What follows belongs to an exercise in optimizing a design on an open flow for small area; a production flow would make more cautious choices. Only simulation tests tie the RTL to the original design; equivalence was not proved. The clock port is modelled as an ideal driver; clocking choices that lean on that would not hold on a real chip. Power is estimated from default activity; no workload was simulated.

==> inputs of job 3626 <==
==> flow/design.v <==
module msrv32_integer_file (
    input ms_riscv32_mp_clk_in,
    input ms_riscv32_mp_rst_in,
    input [4:0] rs1_addr_in,
    input [4:0] rs2_addr_in,
    input [4:0] rd_addr_in,
    input wr_en_in,
    input [31:0] rd_in,
    output [31:0] rs1_out,
    output [31:0] rs2_out
);
    wire clk = ms_riscv32_mp_clk_in;
    wire rst = ms_riscv32_mp_rst_in;
    wire [3:0] wlo, r1lo, r2lo;
    wire [7:0] whi, r1hi, r2hi;
    genvar k;
    generate
        for (k = 0; k < 4; k = k + 1) begin : g_lo
            assign wlo[k]  = wr_en_in & (rd_addr_in[1:0] == k);
            assign r1lo[k] = (rs1_addr_in[1:0] == k);
            assign r2lo[k] = (rs2_addr_in[1:0] == k);
        end
        for (k = 0; k < 8; k = k + 1) begin : g_hi
            assign whi[k]  = (rd_addr_in[4:2] == k);
            assign r1hi[k] = (rs1_addr_in[4:2] == k);
            assign r2hi[k] = (rs2_addr_in[4:2] == k);
        end
    endgenerate
    reg  [31:1] valid;
    reg  [31:0] q  [1:31];
    wire [31:0] nx [1:31];
    wire [31:1] s1, s2;
    genvar i;
    generate
        for (i = 1; i < 32; i = i + 1) begin : g_reg
            wire hit = wlo[i % 4] & whi[i / 4];
            wire live = valid[i] | hit;
            rf_wr u_wr (.we(hit), .hold(~hit), .d(rd_in), .q(q[i]), .nx(nx[i]));
            always @(posedge clk)
                q[i] <= nx[i];
            always @(posedge clk or posedge rst)
                if (rst)
                    valid[i] <= 1'b0;
                else
                    valid[i] <= live;
            assign s1[i] = live & r1lo[i % 4] & r1hi[i / 4];
            assign s2[i] = live & r2lo[i % 4] & r2hi[i / 4];
        end
    endgenerate
    rf_rd u_rd1 (.s(s1), .t1(nx[1]), .t2(nx[2]), .t3(nx[3]), .t4(nx[4]), .t5(nx[5]), .t6(nx[6]), .t7(nx[7]),
                 .t8(nx[8]), .t9(nx[9]), .t10(nx[10]), .t11(nx[11]), .t12(nx[12]), .t13(nx[13]), .t14(nx[14]), .t15(nx[15]),
                 .t16(nx[16]), .t17(nx[17]), .t18(nx[18]), .t19(nx[19]), .t20(nx[20]), .t21(nx[21]), .t22(nx[22]), .t23(nx[23]),
                 .t24(nx[24]), .t25(nx[25]), .t26(nx[26]), .t27(nx[27]), .t28(nx[28]), .t29(nx[29]), .t30(nx[30]), .t31(nx[31]),
                 .y(rs1_out));
    rf_rd u_rd2 (.s(s2), .t1(nx[1]), .t2(nx[2]), .t3(nx[3]), .t4(nx[4]), .t5(nx[5]), .t6(nx[6]), .t7(nx[7]),
                 .t8(nx[8]), .t9(nx[9]), .t10(nx[10]), .t11(nx[11]), .t12(nx[12]), .t13(nx[13]), .t14(nx[14]), .t15(nx[15]),
                 .t16(nx[16]), .t17(nx[17]), .t18(nx[18]), .t19(nx[19]), .t20(nx[20]), .t21(nx[21]), .t22(nx[22]), .t23(nx[23]),
                 .t24(nx[24]), .t25(nx[25]), .t26(nx[26]), .t27(nx[27]), .t28(nx[28]), .t29(nx[29]), .t30(nx[30]), .t31(nx[31]),
                 .y(rs2_out));
endmodule
module rf_wr (
    input we,
    input hold,
    input [31:0] d,
    input [31:0] q,
    output [31:0] nx
);
    assign nx = ({32{we}} & d) | ({32{hold}} & q);
endmodule
module rf_rd (
    input [31:1] s,
    input [31:0] t1, t2, t3, t4, t5, t6, t7, t8, t9, t10, t11, t12, t13, t14, t15,
    input [31:0] t16, t17, t18, t19, t20, t21, t22, t23, t24, t25, t26, t27, t28, t29, t30, t31,
    output [31:0] y
);
    wire [31:0] n [0:10];
    rf_aoi3 a0 (.s0(s[1]),  .s1(s[2]),  .s2(s[3]),  .a(t1),  .b(t2),  .c(t3),  .y(n[0]));
    rf_aoi3 a1 (.s0(s[4]),  .s1(s[5]),  .s2(s[6]),  .a(t4),  .b(t5),  .c(t6),  .y(n[1]));
    rf_aoi3 a2 (.s0(s[7]),  .s1(s[8]),  .s2(s[9]),  .a(t7),  .b(t8),  .c(t9),  .y(n[2]));
    rf_aoi3 a3 (.s0(s[10]), .s1(s[11]), .s2(s[12]), .a(t10), .b(t11), .c(t12), .y(n[3]));
    rf_aoi3 a4 (.s0(s[13]), .s1(s[14]), .s2(s[15]), .a(t13), .b(t14), .c(t15), .y(n[4]));
    rf_aoi3 a5 (.s0(s[16]), .s1(s[17]), .s2(s[18]), .a(t16), .b(t17), .c(t18), .y(n[5]));
    rf_aoi3 a6 (.s0(s[19]), .s1(s[20]), .s2(s[21]), .a(t19), .b(t20), .c(t21), .y(n[6]));
    rf_aoi3 a7 (.s0(s[22]), .s1(s[23]), .s2(s[24]), .a(t22), .b(t23), .c(t24), .y(n[7]));
    rf_aoi3 a8 (.s0(s[25]), .s1(s[26]), .s2(s[27]), .a(t25), .b(t26), .c(t27), .y(n[8]));
    rf_aoi3 a9 (.s0(s[28]), .s1(s[29]), .s2(s[30]), .a(t28), .b(t29), .c(t30), .y(n[9]));
    rf_nand1 a10 (.s0(s[31]), .a(t31), .y(n[10]));
    rf_nand11 u_or (.n0(n[0]), .n1(n[1]), .n2(n[2]), .n3(n[3]), .n4(n[4]), .n5(n[5]), .n6(n[6]), .n7(n[7]),
                    .n8(n[8]), .n9(n[9]), .n10(n[10]), .y(y));
endmodule
module rf_aoi3 (
    input s0, s1, s2,
    input [31:0] a, b, c,
    output [31:0] y
);
    assign y = ~(({32{s0}} & a) | ({32{s1}} & b) | ({32{s2}} & c));
endmodule
module rf_nand1 (
    input s0,
    input [31:0] a,
    output [31:0] y
);
    assign y = ~({32{s0}} & a);
endmodule
module rf_nand11 (
    input [31:0] n0, n1, n2, n3, n4, n5, n6, n7, n8, n9, n10,
    output [31:0] y
);
    assign y = ~(n0 & n1 & n2 & n3 & n4 & n5 & n6 & n7 & n8 & n9 & n10);
endmodule
==> flow/flow/run.sh <==
#!/bin/bash
# The standard ORFS layout (standard.sh, unchanged synthesis), with changes that only make it
# smaller: plain buf_1 cells as the port buffers, and a clock tree of clkbuf_8 cells without
# dummy loads, whose slowest leaf buffers clkfix.tcl upsizes.
set -euo pipefail
bash standard.sh \
  "BUFFER_PORTS_ARGS=-buffer_cell sky130_fd_sc_hd__buf_1" \
  "CTS_ARGS=-sink_clustering_enable -repair_clock_nets -dont_use_dummy_load -buf_list sky130_fd_sc_hd__clkbuf_8 -sink_clustering_size 16 -sink_clustering_max_diameter 60" \
  "POST_CTS_TCL=$(pwd)/flow/clkfix.tcl" \
  finish > standard_flow.log 2>&1
==> flow/flow/clkfix.tcl <==
# Upsize clock-tree buffers whose sinks see a slow clock edge.
proc clkfix_pass { thr } {
  estimate_parasitics -placement
  set n 0
  foreach inst [[ord::get_db_block] getInsts] {
    set mname [[$inst getMaster] getName]
    if {![regexp {^sky130_fd_sc_hd__clkbuf_(\d+)$} $mname -> sz]} { continue }
    set onet ""
    foreach it [$inst getITerms] {
      if {[$it isOutputSignal]} { set onet [$it getNet] }
    }
    if {$onet eq "" || [$onet getSigType] ne "CLOCK"} { continue }
    set worst 0
    foreach it [$onet getITerms] {
      if {[$it isInputSignal]} {
        set p [get_pins [[$it getInst] getName]/[[$it getMTerm] getName]]
        set s [get_property $p slew_max]
        if {$s > $worst} { set worst $s }
      }
    }
    if {$worst > $thr} {
      set next [dict get {1 2 2 4 4 8 8 16 16 16} $sz]
      if {$next != $sz} {
        replace_cell [$inst getName] sky130_fd_sc_hd__clkbuf_$next
        incr n
      }
    }
  }
  return $n
}
set thr [expr {[info exists ::env(CLKFIX_SLEW)] ? $::env(CLKFIX_SLEW) : 0.105}]
for {set i 0} {$i < 4} {incr i} {
  set n [clkfix_pass $thr]
  puts "clkfix: pass $i upsized $n clock buffers"
  if {$n == 0} { break }
}
detailed_placement
check_placement -verbose
estimate_parasitics -placement
==> flow/standard.sh <==
#!/bin/bash
# synth_recipe.tcl (not shown) runs the flow's synth.tcl, then flattens the netlist and writes it again
# the make line also repeats each setting of config.mk as NAME=value (left out here)
make -C /OpenROAD-flow-scripts/flow DESIGN_CONFIG=/design/flow/config.mk WORK_HOME=/design/flow/orfs CLKGATE_MAP_FILE= SYNTH_SCRIPT=/design/flow/synth_recipe.tcl "${@:-finish}"
==> flow/config.mk <==
export PLATFORM = sky130hd
export DESIGN_NAME = msrv32_integer_file
export DESIGN_NICKNAME = msrv32_integer_file
export VERILOG_FILES = /design/flow/design.v
export SDC_FILE = /design/flow/constraint.sdc
export NUM_CORES = 4
export LEC_CHECK = 0
export CAP_MARGIN = 20
export CORE_MARGIN = 2
export CORE_UTILIZATION = 60
export SLEW_MARGIN = 20
export SYNTH_HIERARCHICAL = 1
==> flow/constraint.sdc <==
create_clock -name core_clock -period 8.0 [get_ports {ms_riscv32_mp_clk_in}]
set_input_delay 1.6000 -clock core_clock [delete_from_list [all_inputs] [get_ports {ms_riscv32_mp_clk_in}]]
set_output_delay 1.6000 -clock core_clock [all_outputs]
set_load 0.01 [all_outputs]
==> job 4074: changes against job 3626 <==
--- a/flow/design.v
+++ b/flow/design.v
@@ -37,3 +37,6 @@
             wire live = valid[i] | hit;
-            rf_wr u_wr (.we(hit), .hold(~hit), .d(rd_in), .q(q[i]), .nx(nx[i]));
+            wire we, hold;
+            rf_and2 u_we (.a(wlo[i % 4]), .b(whi[i / 4]), .y(we));
+            rf_or2 u_hold (.a(~wlo[i % 4]), .b(~whi[i / 4]), .y(hold));
+            rf_wr u_wr (.we(we), .hold(hold), .d(rd_in), .q(q[i]), .nx(nx[i]));
             always @(posedge clk)
@@ -45,4 +48,4 @@
                     valid[i] <= live;
-            assign s1[i] = live & r1lo[i % 4] & r1hi[i / 4];
-            assign s2[i] = live & r2lo[i % 4] & r2hi[i / 4];
+            rf_and3 u_s1 (.a(live), .b(r1lo[i % 4]), .c(r1hi[i / 4]), .y(s1[i]));
+            rf_and3 u_s2 (.a(live), .b(r2lo[i % 4]), .c(r2hi[i / 4]), .y(s2[i]));
         end
@@ -59,2 +62,11 @@
                  .y(rs2_out));
+endmodule
+module rf_and2 (input a, input b, output y);
+    assign y = a & b;
+endmodule
+module rf_or2 (input a, input b, output y);
+    assign y = a | b;
+endmodule
+module rf_and3 (input a, input b, input c, output y);
+    assign y = a & b & c;
 endmodule
==> flow/flow/run.sh (replaced) <==
#!/bin/bash
# The standard ORFS layout (standard.sh, unchanged synthesis), with changes that only make it
# smaller: plain buf_1 cells as the port buffers; a clock tree of clkbuf_8 cells without dummy
# loads, whose slowest leaf buffers clkfix.tcl upsizes; and, after the clock tree, downsize.tcl
# swaps logic cells for smaller ones of the same function where slew and slack allow.
set -euo pipefail
bash standard.sh \
  "BUFFER_PORTS_ARGS=-buffer_cell sky130_fd_sc_hd__buf_1" \
  "CTS_ARGS=-sink_clustering_enable -repair_clock_nets -dont_use_dummy_load -buf_list sky130_fd_sc_hd__clkbuf_8 -sink_clustering_size 16 -sink_clustering_max_diameter 60" \
  "POST_CTS_TCL=$(pwd)/flow/post_cts.tcl" \
  finish > standard_flow.log 2>&1
==> flow/flow/downsize.tcl (new file) <==
# Greedy area recovery: swap each logic cell for a smaller-area cell of the same family
# (same function, lower drive) when the nets it drives and the nets feeding it keep their
# slew and capacitance well inside the library limits and setup slack stays positive.
set ds_frac [expr {[info exists ::env(DOWNSIZE_FRAC)] ? $::env(DOWNSIZE_FRAC) : 0.7}]
set ds_wns  [expr {[info exists ::env(DOWNSIZE_WNS)] ? $::env(DOWNSIZE_WNS) : 0.3}]
estimate_parasitics -placement

proc ds_area {m} { return [expr {[$m getWidth] * [$m getHeight]}] }

# checks slew and cap on all pins of the given nets against frac * limit
proc ds_check {nets frac} {
  foreach net $nets {
    foreach it [$net getITerms] {
      set pname "[[$it getInst] getName]/[[$it getMTerm] getName]"
      set pin [get_pins -quiet $pname]
      if {$pin eq ""} { continue }
      set s [get_property $pin slew_max]
      if {$s > $frac * 1.5} { return 0 }
    }
  }
  return 1
}

set block [ord::get_db_block]
set db [ord::get_db]
set changed 0
set saved 0.0
set insts [$block getInsts]
foreach inst $insts {
  set m [$inst getMaster]
  set mname [$m getName]
  if {![regexp {^(sky130_fd_sc_hd__[a-z0-9]+)_(\d+)$} $mname -> fam sz]} { continue }
  if {[regexp {__(df|ed|sd|dl|clk|tap|fill|decap|conb|diode)} $mname]} { continue }
  if {$sz <= 1} { continue }
  # nets touched: outputs and inputs
  set nets {}
  set isclk 0
  foreach it [$inst getITerms] {
    set n [$it getNet]
    if {$n eq "NULL"} { continue }
    if {[$n getSigType] eq "CLOCK"} { set isclk 1 }
    if {[$n getSigType] eq "SIGNAL"} { lappend nets $n }
  }
  if {$isclk} { continue }
  # candidates: smaller-area masters of the same family, largest first
  set cands {}
  foreach s {16 12 8 6 4 3 2 1 0} {
    if {$s >= $sz} { continue }
    set cm [$db findMaster "${fam}_$s"]
    if {$cm eq "NULL"} { continue }
    if {[ds_area $cm] >= [ds_area $m]} { continue }
    lappend cands $cm
  }
  if {[llength $cands] == 0} { continue }
  set best ""
  foreach cm [lsort -command {apply {{a b} {expr {[$a getWidth]*[$a getHeight] < [$b getWidth]*[$b getHeight] ? -1 : 1}}}} $cands] {
    replace_cell [$inst getName] [$cm getName]
    set ok [ds_check $nets $ds_frac]
    if {$ok} {
      set wns [expr {[sta::worst_slack_cmd max] * 1e9}]
      if {$wns < $ds_wns} { set ok 0 }
    }
    if {$ok} {
      set best $cm
      break
    }
  }
  if {$best eq ""} {
    replace_cell [$inst getName] $mname
  } else {
    incr changed
    set saved [expr {$saved + ([ds_area $m] - [ds_area $best]) / 1e6}]
  }
}
puts "downsize: $changed cells smaller, [format %.1f $saved] um2 saved"
==> flow/flow/post_cts.tcl (new file) <==
source [file join [file dirname [info script]] clkfix.tcl]
source [file join [file dirname [info script]] downsize.tcl]
detailed_placement
check_placement -verbose
==> summary of the runs <==
In sequential power, job 3626 and job 4074 hardly differ.
Between job 3626 and job 4074, the lower via count is in job 4074 (gap 4.1%, measured against job 4074).
In job 4074 the clock-buffer cell count is higher than in job 3626, by 1.
Clock power is about the same in job 3626 and job 4074.
Flip-flop and latch count is the same in job 3626 and job 4074.
In job 4074 the global-route usage is lower than in job 3626, by 5.0 points.
Job 4074 went through all stages and came out clean. Job 3626 completed with no timing, DRC or antenna violations.
Routed wire length: job 3626 is higher than job 4074 (about 10%).

## static timing again, ports no longer ideal
Ports are ideal in the flow. The routed layouts listed here were re-timed in OpenROAD.
Step 1 sets driving cells, clkbuf_16 on the clock port and buf_2 on the other inputs (assumed; they add their load-dependent delay and slew).
Step 2 adds t to the input delays and takes it off the output delays; t is the mean of the earliest and latest rising clock arrival at the registers after step 1. Input paths then give back, and output paths get back, about the clock's delay inside the block.
Three values: ideal ports, drivers, drivers and shift; two values: the first two.
run	t, ns	setup slack, ns	slew at the worst register clock pin (ns)	pins driven straight from the clock port
job 3626	0.699	0.413 / 0.383 / 0.383	0.11 / 0.11	1
job 4074	0.682	0.509 / 0.483 / 0.483	0.11 / 0.11	1
After both steps setup and hold are still met in every run listed. The setup slack of job 3626, which loses most, moves by -0.030 ns with the drivers and by -0.030 ns with both steps.
